Context: an optimization exercise on an open-source flow, tuned for small area and a short achievable clock period. The choices shown serve that exercise and are no tape-out recipe.
Function was checked by simulation only, so behaviour that the tests miss may differ from the original.
Power figures rest on the tool's default switching activity, not on a simulated workload.

## flow/design.v (module list and top-level ports; edited modules follow where they fit)
// module npu: 800 lines
module npu (
    input               clk,
    input               reset,
    input               cov,
    input  [23:0]       data,
    input  [23:0]       wt,
    output logic [71:0] mmu_out,
    output logic [15:0] conv_out,
    output logic        conv_fin
);
  // ...
==> flow/flow/run.sh <==
#!/bin/bash
# Own flow: the standard layout (standard.sh, all steps, standard synthesis),
# with one change: the port buffers that global placement inserts on every input
# and output are buf_2 cells instead of the resizer's default pick (a 0.5 ns delay
# buffer). The whole make output goes to standard.log in this folder; ORFS keeps
# each step's own log under orfs/logs/.
set -euo pipefail
export BUFFER_PORTS_ARGS="-buffer_cell sky130_fd_sc_hd__buf_2"
bash standard.sh > standard.log 2>&1
==> flow/standard.sh <==
#!/bin/bash
# synth_recipe.tcl (not shown) runs the flow's synth.tcl, then flattens the netlist and writes it again
# the make line also repeats each setting of config.mk as NAME=value (left out here)
make -C /OpenROAD-flow-scripts/flow DESIGN_CONFIG=/design/flow/config.mk WORK_HOME=/design/flow/orfs CLKGATE_MAP_FILE= SYNTH_SCRIPT=/design/flow/synth_recipe.tcl "${@:-finish}"
==> flow/config.mk <==
export PLATFORM = sky130hd
export DESIGN_NAME = npu
export DESIGN_NICKNAME = npu
export VERILOG_FILES = /design/flow/design.v
export SDC_FILE = /design/flow/constraint.sdc
export NUM_CORES = 4
export LEC_CHECK = 0
export CAP_MARGIN = 20
export CORE_MARGIN = 2
export CORE_UTILIZATION = 40
export CTS_CLUSTER_DIAMETER = 120
export CTS_CLUSTER_SIZE = 30
export PLACE_DENSITY = 0.6
export SETUP_SLACK_MARGIN = 3.0
export SLEW_MARGIN = 20
export TNS_END_PERCENT = 5
==> flow/constraint.sdc <==
create_clock -name core_clock -period 5.5 [get_ports {clk}]
set_input_delay 1.1000 -clock core_clock [delete_from_list [all_inputs] [get_ports {clk}]]
set_output_delay 1.1000 -clock core_clock [all_outputs]
set_load 0.01 [all_outputs]
==> reports/qor.yml, run 1 <==
status: "complete, no violations"
hold_path.class: "flip-flop to flip-flop"
num-multi-input-gates: 2318
gr-usage-met1: 0.261
synth-async-reset-ratio: 0
powerDensity_nw_per_um2: 329
clk-power_mw: 2.44
synth_area_leader_cell: "dfxtp_1"
whs_ns: 0.337
cp.depth: 12
reg_top3: "rW1 (24), rW (24)"
initial_core_util: 0.403
nNetsFinal: 3965
clock_latency_ns: 0.62
routabilityCongestion: 0.882
final_hold_viol_count: 0
area_growth_pct: 11.7
synthMuxAreaShare: 0.00970
cts_buffer_depth: 3
die_area_sq_um: 89400
cp_cell_sequence: "o21ai_0 > xnor2_1 > ha_1 > ha_1 > nand2_1 > nor2_1 > a311oi_2 > buf_4 > a21oi_4 > a221oi_2 > a31oi_1 > xor2_1"
maxSlewHeadroom: 0.392
syn_avg_cell_area_sq_um: 10.1
powerComb_mw: 4.15
grt_first_pass_wirelength_um: 130000
finClkSkew_ns: 0.0201
ff2ff_setup_slack_ns: 2.38
antenna_found_initial: 9
row_count: 108
dp_hpwl_um: 60100
largestClassByArea: "multi-input combinational cells"
n_all_buffers: 209
hold_depth: 0
setup_tns_ns: 0
buf_share: 0.0363
cts_setup_buffers: 46
critical_path_arrival_ns: 3.64
p_clk_frac: 0.191
nWellTaps: 1155
==> inputs of run 2 (changes only) <==
--- a/flow/config.mk
+++ b/flow/config.mk
@@ -9,6 +9,6 @@
 export CORE_MARGIN = 2
 export CORE_UTILIZATION = 40
-export CTS_CLUSTER_DIAMETER = 120
-export CTS_CLUSTER_SIZE = 30
+export CTS_CLUSTER_DIAMETER = 100
+export CTS_CLUSTER_SIZE = 20
 export PLACE_DENSITY = 0.6
 export SETUP_SLACK_MARGIN = 3.0
==> reports/qor.yml, run 2 <==
status: "complete, no violations"
synth_area_leader_cell: "dfxtp_1"
worst_pin_slew_ns: 0.952
n_fill_cell: 8221
fin_crit_sh: 0.560
cp_cell_sequence: "buf_6 > a22o_1 > a221oi_2 > xnor2_1 > fa_1 > ha_4 > a21oi_2 > a21bo_4 > o211ai_1 > buf_4 > a311o_1 > xnor2_1"
wl_per_cell_um: 17.7
peakVddDrop_uv: 225
syn_avg_cell_area_sq_um: 10.1  # unchanged
critical_path_arrival_ns: 3.56  # -0.08 ns
yosysMostFrequentCell: "dfxtp_1"
drt-total-wl_um: 82900
p_comb_frac: 0.308
synth_seq_area_share: 0.408
die_area_sq_um: 89400  # unchanged
final_hold_viol_count: 0  # unchanged
hold_path.class: "flip-flop to flip-flop"
final_antenna_net_count: 0
setup_tns_ns: 0  # unchanged
finClkSkew_ns: 0.0235  # +0.00338 ns
port_buffers: 121
cts_tree: "yes"
drive_gt1_frac: 0.148
grt_use_total: 0.181
synth_edf_count: 144
cts.sinks: 637
core_sq_um: 86500
final_common_cell: "dfxtp_1"
overflow: 0
dr.pass1.iters: 10
powerDensity_nw_per_um2: 342  # +3.9%
synth_top_area_frac: 0.284
max-cap-violations: 0
synth.ff_latch_count: 637
vias_per_cell: 5.21
switching_share: 0.343
whs_ns: 0.330  # -0.00727 ns
crit_path_max_fanout: 9
clock_latency_ns: 0.59  # -0.03 ns
yosysUniqueCellTypes: 84
antenna_found_initial: 12  # +3
cp_slowest_cell: "fa_1"
synthFlopType: "dfxtp_1"
yosys_warnings: 1
die_w_um: 299
leakage_nw: 16.6
cpMostUsedCell: "xnor2_1"
io-pin-count: 140
first_global_vias: 23200
final_cell_mix: "432 x dfxtp_1, 286 x inv_1, 234 x ha_1"
row_count: 108  # unchanged
grt_first_pass_wirelength_um: 130000  # +0.14%
maxSlewHeadroom: 0.360  # -0.0315
critPathLaunchType: "flip-flop"
p_clk_frac: 0.231  # +0.040
route.detailed.drc: 0
grt_max_degree: 63
synth-async-reset-ratio: 0  # unchanged
syn_inst: 3452
via_count: 24400
reg_top3: "rW1 (24), rW (24)"
htree_levels: 2
end_kind: "flip-flop"
crit_type: "flip-flop to flip-flop"
rsz0062_at_grt: "yes"
synth.area.top_cells: "dfxtp_1 28%, edfxtp_1 12%, ha_1 9.5%, fa_1 8.9%, xnor2_1 5.5%"
dp_hpwl_um: 60100  # unchanged
p_sw_mw: 4.61
critPathRequiredTime_ns: 5.98
area_growth_pct: 13.0
clk_pin_slew_ns: 0.09
initial_core_util: 0.403  # unchanged
syn_area_sq_um: 34800
clockRootBuffer: "clkbuf_16"
final_max_slew_viol_count: 0
routabilityCongestion: 0.882  # unchanged
nNetsFinal: 3976  # +0.28%
p_seq_frac: 0.461
cts_buffer_depth: 3  # unchanged
cts_buffers: 39
first_iter_violations: 2025
yosys-top-cells-count: "493 x dfxtp_1, 297 x inv_1, 265 x ha_1, 219 x xnor2_1, 217 x nor2_1"
p_int_mw: 8.83
clock.fmax_ghz: 0.324
cp_slowest_stage_delay_ns: 0.47
chipHeight_um: 299
setup_violations: 0
min_period_ns: 3.08
[run 2: cell counts after synthesis]
No cell type changed its count.
[run 2: kinds of logic after synthesis]
| family | after synthesis | share of synthesized area |
|---|---|---|
| buf+inv | 514 | 0.0579 |
| mux | 32 | 0.00970 |
| flops | 637 | 0.408 |
| other cells | 1 | 0.000108 |
| xor+xnor | 285 | 0.0717 |
| compound gates | 754 | 0.154 |
| fa+ha+maj | 422 | 0.185 |
| simple gates | 807 | 0.115 |
[run 2: what timing repair did]
item	in CTS	in global routing
pin swaps	58	50
cloned	0	3
endpoints found under the setup margin	248	315
hold buffers	0	0
gates resized for setup	175	101
buffers inserted	43	27
[run 2: path summary, 6_finish.rpt]
path               startpoint      end  slack (ns)  depth (start not counted)
setup / recovery  we2_0_three   m2[16]        2.42                         12
setup reg to reg  we2_0_three   m2[16]        2.42                         12
hold reg to reg        rW[19]  rW1[19]        0.33                          0
hold / removal         rW[19]  rW1[19]        0.33                          0
[run 2: layout make-up]
cell class | instances | area [sq um] | share of cell area
diodes | 5 | 12.5 | 0.000318
well taps | 1155 | 1450 | 0.0367
multi-input cells | 2318 | 19700 | 0.502
clock inverters | 8 | 121 | 0.00309
repair buffers | 206 | 1440 | 0.0365
clock buffers | 56 | 1090 | 0.0278
flip-flops and latches | 637 | 14300 | 0.365
inverters | 304 | 1140 | 0.0291
[run 2: power groups by stage]
stage                     logic, mW  clock network [mW]  registers (mW)
after floorplan                2.66                   0            5.98
after global placement         3.75                   0            6.26
after detailed placement       3.77                   0            6.27
after CTS                      4.07                3.20            6.18
after global routing           4.57                3.37            6.26
final                          4.14                3.10            6.20
[run 2: metrics by stage]
step	setup slack (ns)	util	instance area, sq um	power (mW)	std cells
final	2.42	0.455	39300	13.4	4689
after CTS	2.45	0.447	38700	13.4	4654
after global placement	1.55	0.422	36500	10.0	4547
after global routing	2.27	0.455	39300	14.2	4688
after detailed placement	1.57	0.422	36500	10.0	4547
after floorplan	2.38	-	35300	8.64	3469
[run 2: per-layer routing]
layer,track usage,up-vias,wire [um]
met3,0.0233,108,4080
li1,-,12000,-
met4,0.0471,6,1880
met2,0.289,608,37900
met5,0,-,34
met1,0.260,11700,39000
[run 2: critical path, delay by kind of cell, from the launching register on]
kind / cells / cell delay, ns
AOI/OAI and AO/OA: 6 / 1.26
adders and majority gates: 2 / 0.78
DFF: 1 / 0.38
buffers and inverters: 2 / 0.28
xor gates and xnor gates: 2 / 0.27
==> inputs of run 3 (changes only) <==
--- a/flow/config.mk
+++ b/flow/config.mk
@@ -12,5 +12,5 @@
 export CTS_CLUSTER_SIZE = 20
 export PLACE_DENSITY = 0.6
-export SETUP_SLACK_MARGIN = 3.0
+export SETUP_SLACK_MARGIN = 3.3
 export SLEW_MARGIN = 20
-export TNS_END_PERCENT = 5
+export TNS_END_PERCENT = 3
==> reports/qor.yml, run 3 <==
critPathLaunchType: "flip-flop"
maxSlewHeadroom: 0.350  # -0.0101
setup_violations: 0  # unchanged
first_global_vias: 23400  # +0.79%
syn_avg_cell_area_sq_um: 10.1  # unchanged
wl_per_cell_um: 18.1  # +2.6%
status: "complete, no violations"
crit_type: "flip-flop to flip-flop"
core_sq_um: 86500  # unchanged
yosysUniqueCellTypes: 84  # unchanged
clockRootBuffer: "clkbuf_16"
peakVddDrop_uv: 216  # -3.8%
port_buffers: 121  # unchanged
htree_levels: 2  # unchanged
final_max_slew_viol_count: 0  # unchanged
synth_top_area_frac: 0.284  # unchanged
vias_per_cell: 5.26  # +0.97%
nNetsFinal: 3984  # +0.20%
grt_use_total: 0.186  # +0.00506
chipHeight_um: 299  # unchanged
critical_path_arrival_ns: 3.60  # +0.04 ns
p_total_mw: 13.3  # -0.85%
initial_core_util: 0.403  # unchanged
ff2ff_setup_slack_ns: 2.38  # -0.04 ns
crit_path_max_fanout: 4  # -5
critPathRequiredTime_ns: 5.98  # about the same
syn_area_sq_um: 34800  # unchanged
cts_buffers: 39  # unchanged
drive_gt1_frac: 0.148  # -0.000335
overflow: 0  # unchanged
synth_area_leader_cell: "dfxtp_1"
syn_inst: 3452  # unchanged
synth.ff_latch_count: 637  # unchanged
die_area_sq_um: 89400  # unchanged
fin_crit_sh: 0.567  # +0.00641
die_w_um: 299  # unchanged
dr.pass1.iters: 10  # unchanged
cts_hold_buf: 0  # unchanged
via_count: 24700  # +1.1%
synthFlopType: "dfxtp_1"
cp_slowest_stage_delay_ns: 0.60  # +0.13 ns
cp-startpoint: "U0[3]"
max-cap-violations: 0  # unchanged
routabilityCongestion: 0.893  # +1.2%
cp_slowest_cell: "fa_1"
hold_path.class: "flip-flop to flip-flop"
first_iter_violations: 2089  # +3.2%
setup_tns_ns: 0  # unchanged
synth-async-reset-ratio: 0  # unchanged
dp_hpwl_um: 60200  # about the same
synth_edf_count: 144  # unchanged
worst_pin_slew_ns: 0.967  # +0.0150 ns
final_common_cell: "dfxtp_1"
antenna_found_initial: 13  # +1
cp_cell_sequence: "a22o_1 > a221oi_2 > xnor2_1 > fa_1 > ha_4 > a21o_1 > a21oi_2 > nor2b_4 > a21oi_4 > a221oi_2 > a31oi_1 > xor2_1"
leakage_nw: 16.6  # +0.43%
cpMostUsedCell: "a221oi_2"
yosys-top-cells-count: "493 x dfxtp_1, 297 x inv_1, 265 x ha_1, 219 x xnor2_1, 217 x nor2_1"
end_kind: "flip-flop"
final_cell_mix: "433 x dfxtp_1, 289 x inv_1, 228 x ha_1"
crit-reg2reg-launch: "U0[3]"
worstHoldStart: "rW[1]"
synth_seq_area_share: 0.408  # unchanged
powerDensity_nw_per_um2: 338  # -1.3%
cts.sinks: 637  # unchanged
min_period_ns: 3.12  # +0.0352 ns
reg_top3: "rW1 (24), rW (24)"
row_count: 108  # unchanged
clock.fmax_ghz: 0.321  # -1.1%
final_antenna_net_count: 0  # unchanged
crit_end: "m0[16]"
r2r_cells: 12  # unchanged
cts_buffer_depth: 3  # unchanged
final_hold_viol_count: 0  # unchanged
grt_first_pass_wirelength_um: 133000  # +2.2%
io-pin-count: 140  # unchanged
drt-total-wl_um: 85100  # +2.7%
rsz0062_at_grt: "yes"
yosys_warnings: 1  # unchanged
finClkSkew_ns: 0.0214  # -0.00214 ns
yosysMostFrequentCell: "dfxtp_1"
area_growth_pct: 13.4
synth.area.top_cells: "dfxtp_1 28%, edfxtp_1 12%, ha_1 9.5%, fa_1 8.9%, xnor2_1 5.5%"
clk_pin_slew_ns: 0.09  # about the same
clock_latency_ns: 0.59  # about the same
grt_max_degree: 64  # +1.6%
worstReg2RegEnd: "m0[16]"
route.detailed.drc: 0  # unchanged
cts_tree: "yes"
-- run 3: changes by cell type in the layout (fill, tap and decap cells not counted), sizes merged --
cell / change
buf: +6
bufbuf: +4
bufinv: -2
clkbuf: -1
clkinv: +2
diode: -1
inv: -1
-- run 3: cell type report --
class / count / area (sq um)
Tap cell: 1155 / 1450
Clock buffer: 57 / 1060
Sequential cell: 637 / 14300
Antenna cell: 4 / 10.0
Timing Repair Buffer: 214 / 1670
Inverter: 304 / 1140
Multi-Input combinational cell: 2318 / 19700
Clock inverter: 7 / 77.6
Fill cell: 8140 / 47000
-- run 3: per-stage QoR --
stage          utilization  instances  hold WS [ns]  instance area [sq um]  setup WS (ns)
2_1_floorplan            -       3469         0.310                  35300           2.38
3_3_place_gp         0.422       4544         0.311                  36500           1.56
3_5_place_dp         0.422       4544         0.312                  36500           1.51
4_1_cts              0.450       4674         0.332                  38900           2.44
5_1_grt              0.457       4696         0.336                  39500           2.26
6_report             0.457       4696         0.326                  39500           2.38
-- run 3: worst min-delay path by stage --
stage | end | slack [ns] | cells past startpoint
after detailed placement | rW1[20] | 0.31 | 0
final | rW1[1] | 0.33 | 0
after global placement | rW1[19] | 0.31 | 0
after floorplan | rW1[0] | 0.31 | 0
after CTS | rW1[20] | 0.33 | 0
after global routing | rW1[21] | 0.34 | 0
-- run 3: repair_timing --
| action | CTS | global route |
|---|---|---|
| resized for setup | 186 | 90 |
| pin swaps | 62 | 33 |
| setup endpoints to repair | 436 | 389 |
| buffers inserted | 62 | 16 |
| gates cloned | 4 | 2 |
-- run 3: power by group --
part	switching, mW	internal [mW]
Combinational	2.48	1.66
Clock	1.62	1.37
Sequential	0.535	5.66
Total	4.63	8.70
-- run 3: cell families (layout without fill, tap and decap cells) --
kind of cell    count (synthesis)  count (layout)  share of synthesized area
compound gates                754             754                      0.154
xor+xnor                      285             285                     0.0717
fa+ha+maj                     422             422                      0.185
buf+inv                       514             582                     0.0579
flops                         637             637                      0.408
mux                            32              32                    0.00970
other cells                     1              22                   0.000108
simple gates                  807             807                      0.115
-- run 3: worst max-delay path: cells and delay by family (launching register included) --
family,cells,cell delay (ns)
fa+ha+maj,2,0.81
simple gates,1,0.20
xor+xnor,2,0.28
flops,1,0.37
compound gates,7,1.34
-- run 3: routing by layer --
metal | share of wire | wire length, um | global-route usage | vias up
met5 | 0.00028 | 24 | 0 | -
met4 | 0.026 | 2200 | 0.0535 | 4
met3 | 0.051 | 4350 | 0.0214 | 120
met2 | 0.45 | 38600 | 0.293 | 667
met1 | 0.47 | 39900 | 0.270 | 11900
li1 | - | - | - | 12000
==> inputs of run 4 (changes only) <==
--- a/flow/config.mk
+++ b/flow/config.mk
@@ -8,9 +8,9 @@
 export CAP_MARGIN = 20
 export CORE_MARGIN = 2
-export CORE_UTILIZATION = 40
+export CORE_UTILIZATION = 50
 export CTS_CLUSTER_DIAMETER = 100
 export CTS_CLUSTER_SIZE = 20
-export PLACE_DENSITY = 0.6
-export SETUP_SLACK_MARGIN = 3.3
+export PLACE_DENSITY = 0.7
+export SETUP_SLACK_MARGIN = 3.0
 export SLEW_MARGIN = 20
-export TNS_END_PERCENT = 3
+export TNS_END_PERCENT = 5
==> reports/qor.yml, run 4 <==
fin_crit_sh: 0.571  # +0.00469
drive_gt1_frac: 0.143  # -0.00509
setup_ws_ns: 2.36  # -0.0258 ns
cp_cell_sequence: "a22o_1 > a221oi_4 > xnor2_2 > fa_1 > ha_4 > a21o_1 > a21oi_4 > nor2b_4 > a21oi_4 > a221oi_2 > a31oi_1 > xor2_1"
cts_hold_buf: 0  # unchanged
dp_cells: 4319  # -5.0%
instances_no_fill: 4453  # -5.2%
core_sq_um: 68700  # -21%
critPathRequiredTime_ns: 5.98  # about the same
drt-total-wl_um: 79900  # -6.1%
powerDensity_nw_per_um2: 340  # +0.73%
regArea_sq_um: 14300  # about the same
min_period_ns: 3.14  # +0.0258 ns
overflow: 0  # unchanged
met2_length_um: 37200  # -3.6%
io-pin-count: 140  # unchanged
peakVddDrop_uv: 269  # +24%
yosysMostFrequentCell: "dfxtp_1"
met3WireLength_um: 3820  # -12%
rsz0062_at_grt: "yes"
wl_per_cell_um: 18.0  # -0.95%
crit_path_max_fanout: 4  # unchanged
finClkSkew_ns: 0.0229  # +0.00147 ns
place_area_sq_um: 36200  # -0.79%
synthFlopType: "dfxtp_1"
final_common_cell: "dfxtp_1"
final_area_sq_um: 38900  # -1.6%
die_area_sq_um: 71800  # -20%
synth.area.top_cells: "dfxtp_1 28%, edfxtp_1 12%, ha_1 9.5%, fa_1 8.9%, xnor2_1 5.5%"
clockRootBuffer: "clkbuf_16"
syn_avg_cell_area_sq_um: 10.1  # unchanged
final_cell_mix: "429 x dfxtp_1, 287 x inv_1, 229 x ha_1"
chipHeight_um: 268  # -10%
m1WireLength_um: 36400  # -9.0%
maxSlewHeadroom: 0.329  # -0.0218
whs_ns: 0.321  # -0.00498 ns
hold_path.class: "flip-flop to flip-flop"
final_util: 0.566  # +0.109
synth.ff_latch_count: 637  # unchanged
dr.pass1.iters: 6  # -4
critical_path_arrival_ns: 3.62  # +0.02 ns
clock.fmax_ghz: 0.318  # -0.82%
clk_pin_slew_ns: 0.09  # about the same
final_hold_viol_count: 0  # unchanged
via_count: 24700  # -0.097%
initial_core_util: 0.507  # +0.104
worst_pin_slew_ns: 1.01  # +0.0396 ns
syn_inst: 3452  # unchanged
routabilityCongestion: 0.914  # +2.4%
cts.sinks: 637  # unchanged
clock_latency_ns: 0.59  # about the same
cts_tree: "yes"
area_growth_pct: 11.6
cpMostUsedCell: "a21oi_4"
cts_buffer_depth: 3  # unchanged
synth-async-reset-ratio: 0  # unchanged
grt_first_pass_wirelength_um: 126000  # -4.9%
dp_hpwl_um: 56400  # -6.2%
p_total_mw: 13.2  # -0.88%
grt_max_degree: 75  # +17%
setup_violations: 0  # unchanged
route.detailed.drc: 0  # unchanged
cp_slowest_stage_delay_ns: 0.49  # -0.11 ns
final_max_slew_viol_count: 0  # unchanged
grt_use_total: 0.220  # +0.0340
pre_cts_slack_ns: 1.52  # +0.0124 ns
critPathLaunchType: "flip-flop"
first_global_vias: 23700  # +1.4%
vias_per_cell: 5.54  # +5.4%
leakage_nw: 16.5  # -0.92%
row_count: 96  # -11%
end_kind: "flip-flop"
yosys_warnings: 1  # unchanged
htree_levels: 2  # unchanged
setup_tns_ns: 0  # unchanged
synth_area_leader_cell: "dfxtp_1"
n_fill_cell: 5993  # -26%
status: "complete, no violations"
nNetsFinal: 3966  # -0.45%
synth_edf_count: 144  # unchanged
final_antenna_net_count: 0  # unchanged
cp_slowest_cell: "fa_1"
antenna_found_initial: 7  # -6
reg_top3: "rW1 (24), rW (24)"
top_layer_used: "met4"
first_iter_violations: 2256  # +8.0%
multi_input_area_sq_um: 19700  # about the same
cts_buffers: 37  # -5.1%
yosysUniqueCellTypes: 84  # unchanged
yosys-top-cells-count: "493 x dfxtp_1, 297 x inv_1, 265 x ha_1, 219 x xnor2_1, 217 x nor2_1"
synth_top_area_frac: 0.284  # unchanged
syn_area_sq_um: 34800  # unchanged
crit_type: "flip-flop to flip-flop"
port_buffers: 121  # unchanged
die_w_um: 268  # -10%
synth_seq_area_share: 0.408  # unchanged
max-cap-violations: 0  # unchanged
==> run 4: layer usage <==
| layer | track usage | up-vias |
|---|---|---|
| met5 | 0 | - |
| met4 | 0.0725 | 0 |
| met3 | 0.0296 | 138 |
| met2 | 0.358 | 679 |
| met1 | 0.304 | 11900 |
| li1 | - | 12000 |
==> run 4: kinds of logic after synthesis <==
family          count (synthesis)  synth area share
fa+ha+maj                     422             0.185
buf+inv                       514            0.0579
simple gates                  807             0.115
mux                            32           0.00970
compound gates                754             0.154
other cells                     1          0.000108
xor+xnor                      285            0.0717
flops                         637             0.408
==> run 4: power by group <==
| group | internal (mW) | switching [mW] | total (mW) | leakage [nW] |
|---|---|---|---|---|
| Sequential | 5.66 | 0.513 | 6.17 | 5.40 |
| Combinational | 1.71 | 2.51 | 4.22 | 10.6 |
| Clock | 1.28 | 1.53 | 2.81 | 0.503 |
==> run 4: path summary, 6_finish.rpt <==
check / end / slack (ns) / depth (start not counted) / start
worst max-delay path: m0[16] / 2.36 / 12 / U0[6]
worst min register to register: rW1[13] / 0.32 / 0 / rW[13]
worst max register to register: m0[16] / 2.36 / 12 / U0[6]
worst min-delay path: rW1[13] / 0.32 / 0 / rW[13]
==> run 4: repair_timing <==
action,in CTS,in global routing
pin swaps,66,48
cloned,2,1
setup endpoints to repair,258,263
gates resized for setup,185,70
buffers inserted,48,18
==> run 4: final cells by class <==
| type | instances | area share |
|---|---|---|
| Antenna cell | 6 | 0.000386 |
| Multi-Input combinational cell | 2318 | 0.508 |
| Clock buffer | 56 | 0.0259 |
| Timing Repair Buffer | 198 | 0.0371 |
| Clock inverter | 3 | 0.000966 |
| Inverter | 304 | 0.0295 |
| Tap cell | 931 | 0.0300 |
| Sequential cell | 637 | 0.369 |
==> run 4: critical path: cells and delay by family (launching register included) <==
family | cells | cell delay [ns]
AOI/OAI and AO/OA | 7 | 1.40
adders and majority gates | 2 | 0.73
DFF | 1 | 0.37
xor gates and xnor gates | 2 | 0.35
and+or+nand+nor | 1 | 0.20
==> inputs of run 5 (changes only) <==
==> flow/flow/run.sh (replaced) <==
#!/bin/bash
# Own flow: the standard layout (standard.sh, all steps, standard synthesis),
# with one change: the port buffers that global placement inserts on every input
# and output are buf_1 cells instead of the resizer's default pick (a 0.5 ns delay
# buffer). The whole make output goes to standard.log in this folder; ORFS keeps
# each step's own log under orfs/logs/.
set -euo pipefail
export BUFFER_PORTS_ARGS="-buffer_cell sky130_fd_sc_hd__buf_1"
bash standard.sh > standard.log 2>&1
--- a/flow/config.mk
+++ b/flow/config.mk
@@ -8,8 +8,8 @@
 export CAP_MARGIN = 20
 export CORE_MARGIN = 2
-export CORE_UTILIZATION = 50
+export CORE_UTILIZATION = 40
 export CTS_CLUSTER_DIAMETER = 100
-export CTS_CLUSTER_SIZE = 20
-export PLACE_DENSITY = 0.7
+export CTS_CLUSTER_SIZE = 24
+export PLACE_DENSITY = 0.6
 export SETUP_SLACK_MARGIN = 3.0
 export SLEW_MARGIN = 20
==> reports/qor.yml, run 5 <==
status: "complete, no violations"
critPathLaunchType: "flip-flop"
min_period_ns: 3.10  # -0.0456 ns
nNetsFinal: 3994  # +0.71%
core_sq_um: 86500  # +26%
leakage_nw: 16.2  # -1.3%
die_area_sq_um: 89400  # +25%
peakVddDrop_uv: 211  # -22%
crit_type: "flip-flop to flip-flop"
synth_seq_area_share: 0.408  # unchanged
htree_levels: 2  # unchanged
io-pin-count: 140  # unchanged
final_max_slew_viol_count: 0  # unchanged
powerDensity_nw_per_um2: 339  # -0.31%
antenna_found_initial: 9  # +2
chipHeight_um: 299  # +12%
cts_buffers: 34  # -8.1%
route.detailed.drc: 0  # unchanged
drive_gt1_frac: 0.123  # -0.0193
synthFlopType: "dfxtp_1"
synth_area_leader_cell: "dfxtp_1"
crit_path_max_fanout: 7  # +3
yosysUniqueCellTypes: 84  # unchanged
final_hold_viol_count: 0  # unchanged
r2r_cells: 12  # unchanged
port_buffers: 121  # unchanged
clk_pin_slew_ns: 0.10  # about the same
rsz0062_at_grt: "yes"
synth.area.top_cells: "dfxtp_1 28%, edfxtp_1 12%, ha_1 9.5%, fa_1 8.9%, xnor2_1 5.5%"
clock.fmax_ghz: 0.323  # +1.5%
final_common_cell: "dfxtp_1"
grt_first_pass_wirelength_um: 134000  # +5.9%
n_fill_cell: 8199  # +37%
maxSlewHeadroom: 0.393  # +0.0642
setup_tns_ns: 0  # unchanged
syn_area_sq_um: 34800  # unchanged
first_iter_violations: 2016  # -11%
setup_violations: 0  # unchanged
critPathRequiredTime_ns: 6.01  # +0.03 ns
clock_latency_ns: 0.60  # about the same
worst_pin_slew_ns: 0.911  # -0.0963 ns
critical_path_arrival_ns: 3.61  # about the same
cts_buffer_depth: 3  # unchanged
hold_depth: 0  # unchanged
grt_use_total: 0.187  # -0.0334
die_w_um: 299  # +12%
final_antenna_net_count: 0  # unchanged
first_global_vias: 23700  # +0.089%
syn_avg_cell_area_sq_um: 10.1  # unchanged
finClkSkew_ns: 0.0374  # +0.0146 ns
synth_top_area_frac: 0.284  # unchanged
overflow: 0  # unchanged
syn_inst: 3452  # unchanged
synth_edf_count: 144  # unchanged
initial_core_util: 0.403  # -0.104
vias_per_cell: 5.24  # -5.4%
yosys-top-cells-count: "493 x dfxtp_1, 297 x inv_1, 265 x ha_1, 219 x xnor2_1, 217 x nor2_1"
wl_per_cell_um: 18.0  # +0.32%
cts.sinks: 637  # unchanged
drt-total-wl_um: 84800  # +6.0%
via_count: 24700  # -0.0081%
clockRootBuffer: "clkbuf_16"
yosys_warnings: 1  # unchanged
fin_crit_sh: 0.563  # -0.00829
dp_hpwl_um: 60700  # +7.6%
p_total_mw: 13.3  # +0.94%
synth-async-reset-ratio: 0  # unchanged
row_count: 108  # +13%
end_kind: "flip-flop"
hold_path.class: "flip-flop to flip-flop"
grt_max_degree: 72  # -4.0%
dr.pass1.iters: 7  # +1
max-cap-violations: 0  # unchanged
reg_top3: "rW1 (24), rW (24)"
routabilityCongestion: 0.885  # -3.2%
area_growth_pct: 13.0
synth.ff_latch_count: 637  # unchanged
final_cell_mix: "429 x dfxtp_1, 283 x inv_1, 228 x ha_1"
cts_tree: "yes"
yosysMostFrequentCell: "dfxtp_1"
## run 5: cell types whose count changed in the layout (fill, tap and decap cells not counted), moves of 8 or more
cell	before	now
dfxtp_2	45	35
buf_1	0	111
buf_2	115	4
dfxtp_4	19	29
a221oi_2	43	51
buf_4	61	92
## run 5: what timing repair did
item                                    4_1_cts  5_1_grt
gates resized for setup                     203       83
cloned                                        3        0
endpoints found under the setup margin      315      272
hold buffers                                  0        0
setup buffers                                61       22
pin swaps                                    68       65
## run 5: metal layers
layer / up-vias / global-route usage / wire (um)
met1: 11900 / 0.267 / 39600
met5: - / 0 / 20
met3: 122 / 0.0215 / 4250
li1: 12000 / - / -
met2: 653 / 0.301 / 38900
met4: 4 / 0.0480 / 1970
## run 5: kinds of logic after synthesis
family / Yosys count / synth area share
compound gates: 754 / 0.154
buf+inv: 514 / 0.0579
flops: 637 / 0.408
xor+xnor: 285 / 0.0717
fa+ha+maj: 422 / 0.185
simple gates: 807 / 0.115
other cells: 1 / 0.000108
mux: 32 / 0.00970
## run 5: worst paths after layout
kind / start / to / slack, ns
worst max-delay path: we2_0_three / m2[17] / 2.40
worst min-delay path: rW[17] / rW1[17] / 0.33
worst max register to register: we2_0_three / m2[17] / 2.40
worst min register to register: rW[17] / rW1[17] / 0.33
## run 5: per-stage QoR
step	setup slack [ns]	instances	util	instance area (sq um)	hold WS, ns
finish	2.40	4707	0.455	39400	0.334
global placement	1.83	4557	0.421	36400	0.310
CTS	2.42	4681	0.449	38800	0.334
floorplan	2.38	3469	-	35300	0.310
detailed placement	1.77	4557	0.421	36400	0.313
global route	2.28	4707	0.455	39400	0.341
## run 5: final cells by class
cell class                      instances  area, sq um  area share
Tap cell                             1155         1450      0.0367
Antenna cell                            4         10.0    0.000254
Sequential cell                       637        14300       0.365
Timing Repair Buffer                  229         1480      0.0376
Multi-Input combinational cell       2318        19800       0.504
Inverter                              304         1140      0.0291
Clock inverter                         10          184     0.00467
Clock buffer                           50          921      0.0234
## run 5: worst max-delay path, cell delays in order (launching register included)
cell and delay (ns):
dfxtp_4 0.38, buf_6 0.13, a22o_1 0.21, a221oi_2 0.26, xnor2_1 0.18, fa_1 0.48
ha_4 0.24, buf_4 0.13, a21o_1 0.20, o2111ai_4 0.26, a21boi_2 0.11, or3_1 0.35
o2111ai_1 0.08
## run 5: power breakdown
part	leakage (nW)	switching, mW	internal (mW)
Combinational	10.3	2.52	1.65
Sequential	5.40	0.540	5.66
Clock	0.526	1.62	1.35

separate check: timing with driven ports:
The flow's constraints put no driver on any port. The routed layouts listed below were extracted and timed again, unchanged, in two steps.
Step 1 assumes that a clkbuf_16 drives the clock port and a buf_2 every other input.
Step 2 moves the port delays by t, midway between the first and last clock arrival at a register: inputs arrive t later, outputs are due t later. That takes back most of the time a late clock gives input paths.
a / b / c = ideal ports / drivers / drivers and shift; a / b = the first two.
| run | t, ns | setup WS [ns] | worst hold slack (ns) |
|---|---|---|---|
| run 1 | 0.673 | 2.382 / 2.382 / 1.883 | 0.337 / 0.337 / 0.337 |
| run 2 | 0.638 | 2.418 / 2.418 / 1.952 | 0.330 / 0.330 / 0.330 |
| run 3 | 0.638 | 2.383 / 2.383 / 1.923 | 0.326 / 0.326 / 0.326 |
| run 4 | 0.642 | 2.357 / 2.357 / 1.795 | 0.321 / 0.321 / 0.321 |
| run 5 | 0.645 | 2.403 / 2.403 / 1.802 | 0.334 / 0.334 / 0.334 |
After both steps setup and hold are still met in every run listed. The setup slack of run 5, which loses most, moves by 0.000 ns with the drivers and by -0.601 ns with both steps.
